Context: an optimization exercise on an open-source flow, tuned for small area, a short achievable clock period and few clock cycles. The choices shown serve that exercise and are no tape-out recipe.
Function was checked by simulation only, so behaviour that the tests miss may differ from the original.

==> inputs of run a <==
==> flow/design.v (excerpt) <==
module sqrt
  #( parameter I_WIDTH = 16,
               F_WIDTH = 16)
  (input [I_WIDTH+F_WIDTH-1:0] N_in,
   output reg [I_WIDTH+F_WIDTH-1:0] out,
   input clk, rst, in_valid,
   output reg out_valid, ready
  );
Settings: LEC_CHECK=0, CAP_MARGIN=50, CORE_MARGIN=2, CORE_UTILIZATION=40, CTS_CLUSTER_DIAMETER=60, CTS_CLUSTER_SIZE=20, PLACE_DENSITY=0.6, SLEW_MARGIN=60; clock period 30.0 ns.
run.sh (not shown) runs the stock make flow with config.mk's settings and CLKGATE_MAP_FILE= SYNTH_SCRIPT=/design/flow/synth_recipe.tcl, a recipe that flattens the netlist after the stock synthesis.
==> inputs of run b, as changes to run a <==
Settings changed: CAP_MARGIN 50 to 20, SLEW_MARGIN 60 to 20.
==> impl_metrics.tcl <==
set metrics [dict create \
    cpPeakStageDelay_ns 0.57 \
    status "timing/DRC/antenna clean" \
    multi_input_area_um2 23700 \
    regArea_um2 4770 \
    fin_nets 4103 \
    wl_met1_um 48600 \
    area_growth_syn_to_layout_pct 7.64 \
    clock_latency_ns 0.46 \
    diodes 1 \
    drive_above_1_share 0.0667 \
    postLayoutCoreUtil 0.436 \
    seqAreaFraction 0.141 \
    cp_num_cells 36 \
    slew_headroom 0.166 \
    min_path_cells 2 \
    crit_end "ma[31]" \
    timing.hold.ws_ns 0.570 \
]
The numbers above come from run b.

==> impl_metrics.tcl <==
set metrics [dict create \
    status "timing/DRC/antenna clean" \
    start_kind "register" \
    postLayoutCoreUtil 0.445 \
    cp_num_cells 32 \
    clkTransAtPathRegs_ns 0.08 \
    setup.worst_path.start "mb[1]" \
    wl_met1_um 48500 \
    seqAreaFraction 0.138 \
    drive_above_1_share 0.0922 \
    clock_latency_ns 0.47 \
    pre_cts_slack_ns 20.68 \
    area_growth_syn_to_layout_pct 9.84 \
    regArea_um2 4780 \
    cpPeakStageDelay_ns 0.51 \
    fin_nets 4130 \
    diodes 3 \
    timing.hold.ws_ns 0.562 \
    min_path_cells 1 \
]
The numbers above come from run a.

Testbench counts of run a, summed over its fixed seeds: cycles 35,079.
Testbench counts of run b, summed over its fixed seeds: cycles 35,079.

========
==> exp/indigo: inputs <==
==> flow/design.v <==
module sqrt
  #( parameter I_WIDTH = 16,
               F_WIDTH = 16)
  (input [I_WIDTH+F_WIDTH-1:0] N_in,
   output reg [I_WIDTH+F_WIDTH-1:0] out,
   input clk, rst, in_valid,
   output reg out_valid, ready
  );
  reg st_m, st_t, st_s, st_f;
  reg [31:0] N;
  reg        nsmall;            
  reg [24:0] X;
  reg [17:0] R_old;
  reg [31:0] ma;
  reg [24:0] mb;
  reg        hz;                
  reg [24:0] approx;
  reg [31:0] approx_sq;
  always @ (*) begin
    if      (N_in > 32'h4000_0000) begin approx = 25'h000_0100; approx_sq = 32'h0000_0001; end
    else if (N_in > 32'h1000_0000) begin approx = 25'h000_0200; approx_sq = 32'h0000_0004; end
    else if (N_in > 32'h0400_0000) begin approx = 25'h000_0400; approx_sq = 32'h0000_0010; end
    else if (N_in > 32'h0100_0000) begin approx = 25'h000_0800; approx_sq = 32'h0000_0040; end
    else if (N_in > 32'h0040_0000) begin approx = 25'h000_1000; approx_sq = 32'h0000_0100; end
    else if (N_in > 32'h0010_0000) begin approx = 25'h000_2000; approx_sq = 32'h0000_0400; end
    else if (N_in > 32'h0004_0000) begin approx = 25'h000_4000; approx_sq = 32'h0000_1000; end
    else if (N_in > 32'h0001_0000) begin approx = 25'h000_8000; approx_sq = 32'h0000_4000; end
    else if (N_in > 32'h0000_4000) begin approx = 25'h001_0000; approx_sq = 32'h0001_0000; end
    else if (N_in > 32'h0000_1000) begin approx = 25'h002_0000; approx_sq = 32'h0004_0000; end
    else if (N_in > 32'h0000_0400) begin approx = 25'h004_0000; approx_sq = 32'h0010_0000; end
    else if (N_in > 32'h0000_0100) begin approx = 25'h008_0000; approx_sq = 32'h0040_0000; end
    else if (N_in > 32'h0000_0040) begin approx = 25'h010_0000; approx_sq = 32'h0100_0000; end
    else if (N_in > 32'h0000_0010) begin approx = 25'h020_0000; approx_sq = 32'h0400_0000; end
    else if (N_in > 32'h0000_0004) begin approx = 25'h040_0000; approx_sq = 32'h1000_0000; end
    else                           begin approx = 25'h080_0000; approx_sq = 32'h4000_0000; end
  end
  wire [17:0] nx2_lo = ~ma[17:0];
  wire [17:0] R      = 18'h3_0000 - nx2_lo;
  wire        cont   = hz && (nx2_lo <= 18'h3_0000) && (R <= R_old);
  wire        same   = (ma == {7'd0, X});
  wire [47:0] c_lo = {24'd0, mb[23:0] & {24{st_t}}};
  wire [47:0] c_hi = {{8{st_t}}, ~mb[23:0] & {24{st_t}}, 16'd0};
  wire [47:0] c_1  = {31'd0, st_t, 16'd0};
  wire [47:0] prod = ma * mb + c_lo + c_hi + c_1;
  wire fin = ~(st_m | st_t | st_s);    
  wire acc = fin & in_valid;
  always @ (posedge clk) begin
    if (st_m) begin
      ma <= {14'd0, ~prod[33:16]};
      mb <= {1'b0, X[24:1]};
      hz <= (prod[47:34] == 14'd0);
    end
    if (st_t) begin
      if (cont) begin
        R_old <= R;
        ma    <= prod[47:16];
        mb    <= prod[40:16];
      end else begin
        ma    <= N;
        mb    <= X;
      end
    end
    if (st_s) begin
      X <= ma[24:0];
      if (same) begin
        ma <= N;
        mb <= X;
      end else if (nsmall) begin
        ma <= prod[47:16];
        mb <= N[24:0];
      end else begin
        ma <= N;
        mb <= prod[40:16];
      end
    end
    if (st_f) out <= prod[47:16];
    if (acc) begin
      N      <= N_in;
      nsmall <= (N_in[31:25] == 7'd0);
      X      <= approx;
      R_old  <= 18'h3_0000;
      if (N_in[31:25] == 7'd0) begin
        ma <= approx_sq;
        mb <= N_in[24:0];
      end else begin
        ma <= N_in;
        mb <= approx_sq[24:0];
      end
    end
  end
  reg nm, nt, ns, nf;
  always @ (*) begin
    nm = 1'b0; nt = 1'b0; ns = 1'b0; nf = 1'b0;
    if (st_m) nt = 1'b1;
    if (st_t) begin if (cont) ns = 1'b1; else nf = 1'b1; end
    if (st_s) begin if (same) nf = 1'b1; else nm = 1'b1; end
    if (acc) begin if (N_in == 32'd0) nf = 1'b1; else nm = 1'b1; end
  end
  always @ (posedge clk) begin
    if (rst) begin
      st_m <= 1'b0; st_t <= 1'b0; st_s <= 1'b0; st_f <= 1'b0;
      ready     <= 1'b1;
      out_valid <= 1'b0;
    end else begin
      st_m <= nm; st_t <= nt; st_s <= ns; st_f <= nf;
      ready <= ~(nm | nt | ns);
      out_valid <= st_f;
    end
  end
endmodule
==> flow/run.sh <==
#!/bin/bash
# synth_recipe.tcl (not shown) runs the flow's synth.tcl, then flattens the netlist and writes it again
# the make line also repeats each setting of config.mk as NAME=value (left out here)
make -C /OpenROAD-flow-scripts/flow DESIGN_CONFIG=/design/flow/config.mk WORK_HOME=/design/flow/orfs CLKGATE_MAP_FILE= SYNTH_SCRIPT=/design/flow/synth_recipe.tcl finish
==> flow/config.mk <==
export PLATFORM = sky130hd
export DESIGN_NAME = sqrt
export DESIGN_NICKNAME = sqrt
export VERILOG_FILES = /design/flow/design.v
export SDC_FILE = /design/flow/constraint.sdc
export NUM_CORES = 4
export LEC_CHECK = 0
export CAP_MARGIN = 50
export CORE_MARGIN = 2
export CORE_UTILIZATION = 40
export CTS_CLUSTER_DIAMETER = 60
export CTS_CLUSTER_SIZE = 20
export PLACE_DENSITY = 0.6
export SLEW_MARGIN = 60
==> flow/constraint.sdc <==
create_clock -name core_clock -period 30.0 [get_ports {clk}]
set_input_delay 6.0000 -clock core_clock [delete_from_list [all_inputs] [get_ports {clk}]]
set_output_delay 6.0000 -clock core_clock [all_outputs]
set_load 0.01 [all_outputs]
==> inputs of exp/umber, as changes to exp/indigo <==
==> flow/design.v, changed modules only <==
module sqrt
  #( parameter I_WIDTH = 16,
               F_WIDTH = 16)
  (input [I_WIDTH+F_WIDTH-1:0] N_in,
   output reg [I_WIDTH+F_WIDTH-1:0] out,
   input clk, rst, in_valid,
   output reg out_valid, ready
  );
  reg st_m, st_t, st_s, st_f;
  reg a_p, a_n, a_np;           
  reg b_n, b_p, b_xh, b_x;      
  reg [31:0] N;
  reg        nsmall;            
  reg [24:0] X;
  reg [31:0] P;                 
  reg [17:0] R_old;
  reg [24:0] approx;
  reg [31:0] approx_sq;
  always @ (*) begin
    if      (N_in > 32'h4000_0000) begin approx = 25'h000_0100; approx_sq = 32'h0000_0001; end
    else if (N_in > 32'h1000_0000) begin approx = 25'h000_0200; approx_sq = 32'h0000_0004; end
    else if (N_in > 32'h0400_0000) begin approx = 25'h000_0400; approx_sq = 32'h0000_0010; end
    else if (N_in > 32'h0100_0000) begin approx = 25'h000_0800; approx_sq = 32'h0000_0040; end
    else if (N_in > 32'h0040_0000) begin approx = 25'h000_1000; approx_sq = 32'h0000_0100; end
    else if (N_in > 32'h0010_0000) begin approx = 25'h000_2000; approx_sq = 32'h0000_0400; end
    else if (N_in > 32'h0004_0000) begin approx = 25'h000_4000; approx_sq = 32'h0000_1000; end
    else if (N_in > 32'h0001_0000) begin approx = 25'h000_8000; approx_sq = 32'h0000_4000; end
    else if (N_in > 32'h0000_4000) begin approx = 25'h001_0000; approx_sq = 32'h0001_0000; end
    else if (N_in > 32'h0000_1000) begin approx = 25'h002_0000; approx_sq = 32'h0004_0000; end
    else if (N_in > 32'h0000_0400) begin approx = 25'h004_0000; approx_sq = 32'h0010_0000; end
    else if (N_in > 32'h0000_0100) begin approx = 25'h008_0000; approx_sq = 32'h0040_0000; end
    else if (N_in > 32'h0000_0040) begin approx = 25'h010_0000; approx_sq = 32'h0100_0000; end
    else if (N_in > 32'h0000_0010) begin approx = 25'h020_0000; approx_sq = 32'h0400_0000; end
    else if (N_in > 32'h0000_0004) begin approx = 25'h040_0000; approx_sq = 32'h1000_0000; end
    else                           begin approx = 25'h080_0000; approx_sq = 32'h4000_0000; end
  end
  wire [31:0] R    = 32'h0003_0000 - P;
  wire        cont = (R <= {14'd0, R_old});
  wire        same = (P == {7'd0, X});
  wire [31:0] ma = ({32{a_p}}  & P)
                 | ({32{a_n}}  & N)
                 | ({32{a_np}} & {14'd0, ~P[17:0]});
  wire [24:0] mb = ({25{b_n}}  & N[24:0])
                 | ({25{b_p}}  & P[24:0])
                 | ({25{b_xh}} & {1'b0, X[24:1]})
                 | ({25{b_x}}  & X);
  wire [47:0] tcorr = a_np ? ({24'd0, X[24:1]} - {8'd0, X[24:1], 16'd0}) : 48'd0;
  wire [47:0] prod  = ma * mb + tcorr;
  wire fin = ~(st_m | st_t | st_s);    
  wire acc = fin & in_valid;
  always @ (posedge clk) begin
    if (st_m) P <= prod[47:16];
    if (st_t && cont) begin P <= prod[47:16]; R_old <= R[17:0]; end
    if (st_s) begin X <= P[24:0]; P <= prod[47:16]; end
    if (st_f) out <= prod[47:16];
    if (acc) begin
      N      <= N_in;
      nsmall <= (N_in[31:25] == 7'd0);
      X      <= approx;
      P      <= approx_sq;
      R_old  <= 18'h3_0000;
    end
  end
  reg nm, nt, ns, nf, nsm;
  always @ (*) begin
    nm = 1'b0; nt = 1'b0; ns = 1'b0; nf = 1'b0;
    nsm = nsmall;
    if (st_m) nt = 1'b1;
    if (st_t) begin if (cont) ns = 1'b1; else nf = 1'b1; end
    if (st_s) begin if (same) nf = 1'b1; else nm = 1'b1; end
    if (acc) begin
      nsm = (N_in[31:25] == 7'd0);
      if (N_in == 32'd0) nf = 1'b1; else nm = 1'b1;
    end
  end
  always @ (posedge clk) begin
    if (rst) begin
      st_m <= 1'b0; st_t <= 1'b0; st_s <= 1'b0; st_f <= 1'b0;
      a_p <= 1'b0; a_n <= 1'b0; a_np <= 1'b0;
      b_n <= 1'b0; b_p <= 1'b0; b_xh <= 1'b0; b_x <= 1'b0;
      ready     <= 1'b1;
      out_valid <= 1'b0;
    end else begin
      st_m <= nm; st_t <= nt; st_s <= ns; st_f <= nf;
      ready <= ~(nm | nt | ns);
      out_valid <= st_f;
      a_p  <= (nm & nsm) | ns;
      a_n  <= (nm & ~nsm) | nf;
      a_np <= nt;
      b_n  <= nm & nsm;
      b_p  <= (nm & ~nsm) | ns;
      b_xh <= nt;
      b_x  <= nf;
    end
  end
endmodule
Settings changed: CAP_MARGIN 50 to 80, SLEW_MARGIN 60 to 85.
==> qor summary <==
Multi-input combinational area share: exp/indigo 69.4%; exp/umber 66.3%
Multiplexer share of the synthesized area: exp/indigo 1.10%; exp/umber 0.496%
Number of combinational gates with multiple inputs: exp/indigo 2663; exp/umber 2513
Count of placed standard cells in the final layout, fillers left out: exp/indigo 5106; exp/umber 5195
Worst slack after detailed placement: exp/indigo 20.41 ns; exp/umber 17.42 ns
Portion of the clock cycle consumed by the worst path in the final layout: exp/indigo 30.7%; exp/umber 47.7%
Status: exp/indigo finished clean; exp/umber finished clean
Fin worst setup slack: exp/indigo 20.80 ns; exp/umber 15.69 ns
Routed via count divided by cell count: exp/indigo 5.33; exp/umber 5.51
Die ar.: exp/indigo 91500 sq um; exp/umber 84400 sq um
Count of mapped cells out of synthesis: exp/indigo 3960; exp/umber 3668
Inverters: exp/indigo 899; exp/umber 799
Unique cell type count in the Yosys netlist: exp/indigo 72; exp/umber 76
Post-synthesis simple-gate area fraction: exp/indigo 16.3%; exp/umber 16.0%
Source of the worst hold timing path: exp/indigo R_old[1]; exp/umber nsmall
Utilization after layout: exp/indigo 43.8%; exp/umber 51.3%
Pin count of the biggest net entering global routing: exp/indigo 63; exp/umber 26
Number of DRC violations after detailed-routing iteration 0: exp/indigo 2164; exp/umber 3002
Max stage delay cell, worst path: exp/indigo sky130_fd_sc_hd__or4_4; exp/umber sky130_fd_sc_hd__fa_1
Clock tree skew after final layout: exp/indigo 0.0111 ns; exp/umber 0.00841 ns
Clock period minus final worst setup slack: exp/indigo 9.20 ns; exp/umber 14.31 ns
Clk latency of the worst-skew pair: exp/indigo 0.45 ns; exp/umber 0.44 ns
Testbench counts of exp/indigo, summed over its fixed seeds: cycles 37,066.
Testbench counts of exp/umber, summed over its fixed seeds: cycles 37,066.

==> separate check: timing with driven ports <==
Ports are ideal in the flow. The routed layouts listed here were re-timed in OpenROAD. Step 1 assumes that a clkbuf_16 drives the clock port and a buf_2 every other input. Step 2, shift: input delay + t, output delay - t, t = (earliest + latest rising clock arrival at the registers) / 2. This alone moves slack from input paths to output paths. a / b / c = no drivers / after step 1 / after step 2; a / b = the first two.
| run | shift t [ns] | slack for setup (ns) | hold WS [ns] | worst data-port slew with drivers (ns) | pins driven straight from the clock port |
|---|---|---|---|---|---|
| run a | 0.514 | 20.702 / 20.702 / 20.702 | 0.562 / 0.562 / 0.562 | 0.04 | 1 |
| run b | 0.502 | 20.390 / 20.390 / 20.390 | 0.570 / 0.570 / 0.570 | 0.04 | 1 |
| exp/indigo | 0.496 | 20.802 / 20.833 / 20.337 | 0.465 / 0.465 / 0.465 | 0.08 | 1 |
| exp/umber | 0.491 | 15.692 / 15.692 / 15.692 | 0.474 / 0.474 / 0.474 | 0.06 | 1 |
After both steps every run listed still meets setup and hold. The setup slack of exp/indigo, which loses most, moves by +0.031 ns with the drivers and by -0.465 ns with both steps.
